From an optimization exercise on the open Yosys and OpenROAD flow, aimed at small area, a short achievable clock period and few clock cycles; shortcuts taken in it are not production practice. Function was checked by simulation only, so behaviour that the tests miss may differ from the original. Power and IR drop assume default switching activity.

// JAM
module JAM (
    input CLK,
    input RST,
    output [2:0] W,
    output [2:0] J,
    input [6:0] Cost,
    output [3:0] MatchCount,
    output [9:0] MinCost,
    output Valid
);
export LEC_CHECK = 0
export CAP_MARGIN = 20
export CORE_MARGIN = 2
export CORE_UTILIZATION = 40
export PLACE_DENSITY = 0.6
export SETUP_SLACK_MARGIN = 0.3
export SLEW_MARGIN = 20
create_clock -name core_clock -period 4.5 [get_ports {CLK}]
run.sh (not shown) runs the stock make flow with config.mk's settings and CLKGATE_MAP_FILE= SYNTH_SCRIPT=/design/flow/synth_recipe.tcl, a recipe that flattens the netlist after the stock synthesis.
Testbench counts at the start, summed over its fixed seeds: cycles 4,716.
Rerun with:
- SETUP_SLACK_MARGIN: 0.3 -> default
Worst setup slack degrades by 180 ps; sequential power rises by about 2%; register-to-register slack degrades by 180 ps; design area falls by 0.46%; sequential share of layout area rises by 0.14 points; hold slack degrades by 9.1 ps.

---

JAM, a different RTL version from the one above (not shown whole).
Size: about 3600 cells after synthesis, ~360 flip-flops, ~30 I/O pins.
## JAM
module JAM (
    input CLK,
    input RST,
    output [2:0] W,
    output [2:0] J,
    input [6:0] Cost,
    output [3:0] MatchCount,
    output [9:0] MinCost,
    output Valid
);
    localparam [3:0] P1 = 4'd0, CH = 4'd1, PU = 4'd2, HI = 4'd4, HB = 4'd5,
                     HA = 4'd6, HS = 4'd7, HW = 4'd8, HU = 4'd9, DI = 4'd10, DFS = 4'd11,
                     FIN = 4'd12, DONE = 4'd13;
    reg [3:0]  ph;
    reg [5:0]  t;           
    reg [5:0]  tq;          
    reg        p2m;         
    reg        qv;          
    reg        sv;          
    reg [7:0]  Creg;        
    reg        pend;        
    reg [6:0]  rmin;        
    reg [6:0]  u [0:7];     
    reg [7:0]  v [0:7];     
    reg [63:0] tm;          
    reg [9:0]  lb0;         
    reg [2:0]  mr [0:7];    
    reg [2:0]  mc [0:7];    
    reg [7:0]  rm;          
    reg [7:0]  cm;          
    reg [7:0]  Sm;          
    reg [7:0]  Tm;          
    reg [2:0]  par [0:7];   
    reg [2:0]  jc;          
    reg [7:0]  dl;          
    reg        sfirst;      
    reg [3:0]  cnt;
    reg [7:0]  Trow;        
    reg        f4v;         
    reg        qv2;         
    assign Valid = (ph == DONE);
    assign MinCost = lb0;
    assign MatchCount = cnt;
    wire [2:0] hi = t[5:3];
    wire [2:0] lo = t[2:0];
    assign W = hi;
    assign J = lo;
    integer i, a, b, x, y, g1, g2, h2, h3, g4, h4, g6, h7;
    function [2:0] lowest;
        input [7:0] m;
        begin
            casez (m)
                8'b???????1: lowest = 3'd0;
                8'b??????10: lowest = 3'd1;
                8'b?????100: lowest = 3'd2;
                8'b????1000: lowest = 3'd3;
                8'b???10000: lowest = 3'd4;
                8'b??100000: lowest = 3'd5;
                8'b?1000000: lowest = 3'd6;
                default:     lowest = 3'd7;
            endcase
        end
    endfunction
    wire       indfs = (ph == DFS);
    wire       inhs = (ph == HS);
    wire [2:0] k = hi;
    wire [2:0] j = lo;
    wire       inhu = (ph == HU);
    wire [6:0] ur = u[hi];                           
    wire [7:0] vr = v[lo];                           
    wire [8:0] redn = {2'b0, Cost} - {2'b0, ur} - {vr[7], vr};
    wire [2:0] qhi = tq[5:3];
    wire [2:0] qlo = tq[2:0];
    wire       qfirst = (qlo == 3'd0);
  ...
Settings: LEC_CHECK=0, CAP_MARGIN=20, CORE_MARGIN=2, CORE_UTILIZATION=40, PLACE_DENSITY=0.6, SETUP_SLACK_MARGIN=1.2, SLEW_MARGIN=20; clock period 4.5 ns.
The first run passed the timing, design-rule and antenna checks.
Testbench counts at the start, summed over its fixed seeds: cycles 4,791.
Rerun with:
- SETUP_SLACK_MARGIN: 1.2 -> unset
The new run went through all stages and came out clean.
Area after synthesis does not change.
Count of clock-buffer cells in the layout stays the same.
Worst setup slack gets worse by 0.43 ns.
First-iteration DRC count barely changes.
Via count drops by 3.6%.
Sequential power hardly moves.
Cell area drops by 11%.
Register-to-register slack gets worse by 0.43 ns.
Die area stays the same.
Power drops by 8.7%.
Rerun with:
- CORE_UTILIZATION: 40 -> 55
- PLACE_DENSITY: 0.6 -> 0.7
- SETUP_SLACK_MARGIN: unset -> 0.3
Global-route usage rises by 16 points. Core utilization rises by 17 points. Die area falls by 27%. Synthesized area does not change.
Rerun with:
- CORE_UTILIZATION: 55 -> 40
- PLACE_DENSITY: 0.7 -> 0.6
- SETUP_SLACK_MARGIN: 0.3 -> 0.5
Outcome:
- clock skew came out lower by 0.0071 ns
- sequential share of layout area decreases by 0.66 points
- routed wire length shrinks by about 2%
- cell count is higher by about 7%
- fmax went up by 6.3%
- synthesized area stays the same
- cell area is higher by about 2.4%
- sequential cell count does not change

-- afterwards: timing with drivers on the ports --
The flow's constraints put no driver on any port. The routed layouts listed below were extracted and timed again, unchanged, in two steps.
Step 1 sets driving cells, clkbuf_16 on the clock port and buf_2 on the other inputs (assumed; they add their load-dependent delay and slew).
Step 2 also shifts input and output timing later by t, the mid clock arrival at the registers, as if the neighbouring blocks saw the same clock.
a / b / c = ideal ports / drivers / drivers and shift; a / b = the first two.
| run | t (ns) | setup WS [ns] | worst setup path after step 2 |
|---|---|---|---|
| the first run of note 1 | 0.731 | 0.350 / 0.350 / 0.350 | register to register |
| the second run of note 1 | 0.718 | 0.173 / 0.173 / 0.173 | register to register |
| the first run of note 2 | 0.691 | 0.498 / 0.498 / 0.498 | register to register |
| the second run of note 2 | 0.675 | 0.068 / 0.068 / 0.068 | register to register |
| the third run of note 2 | 0.672 | 0.186 / 0.186 / 0.186 | register to register |
| the fourth run of note 2 | 0.680 | 0.443 / 0.443 / 0.443 | register to register |
After both steps every run listed still meets setup and hold.
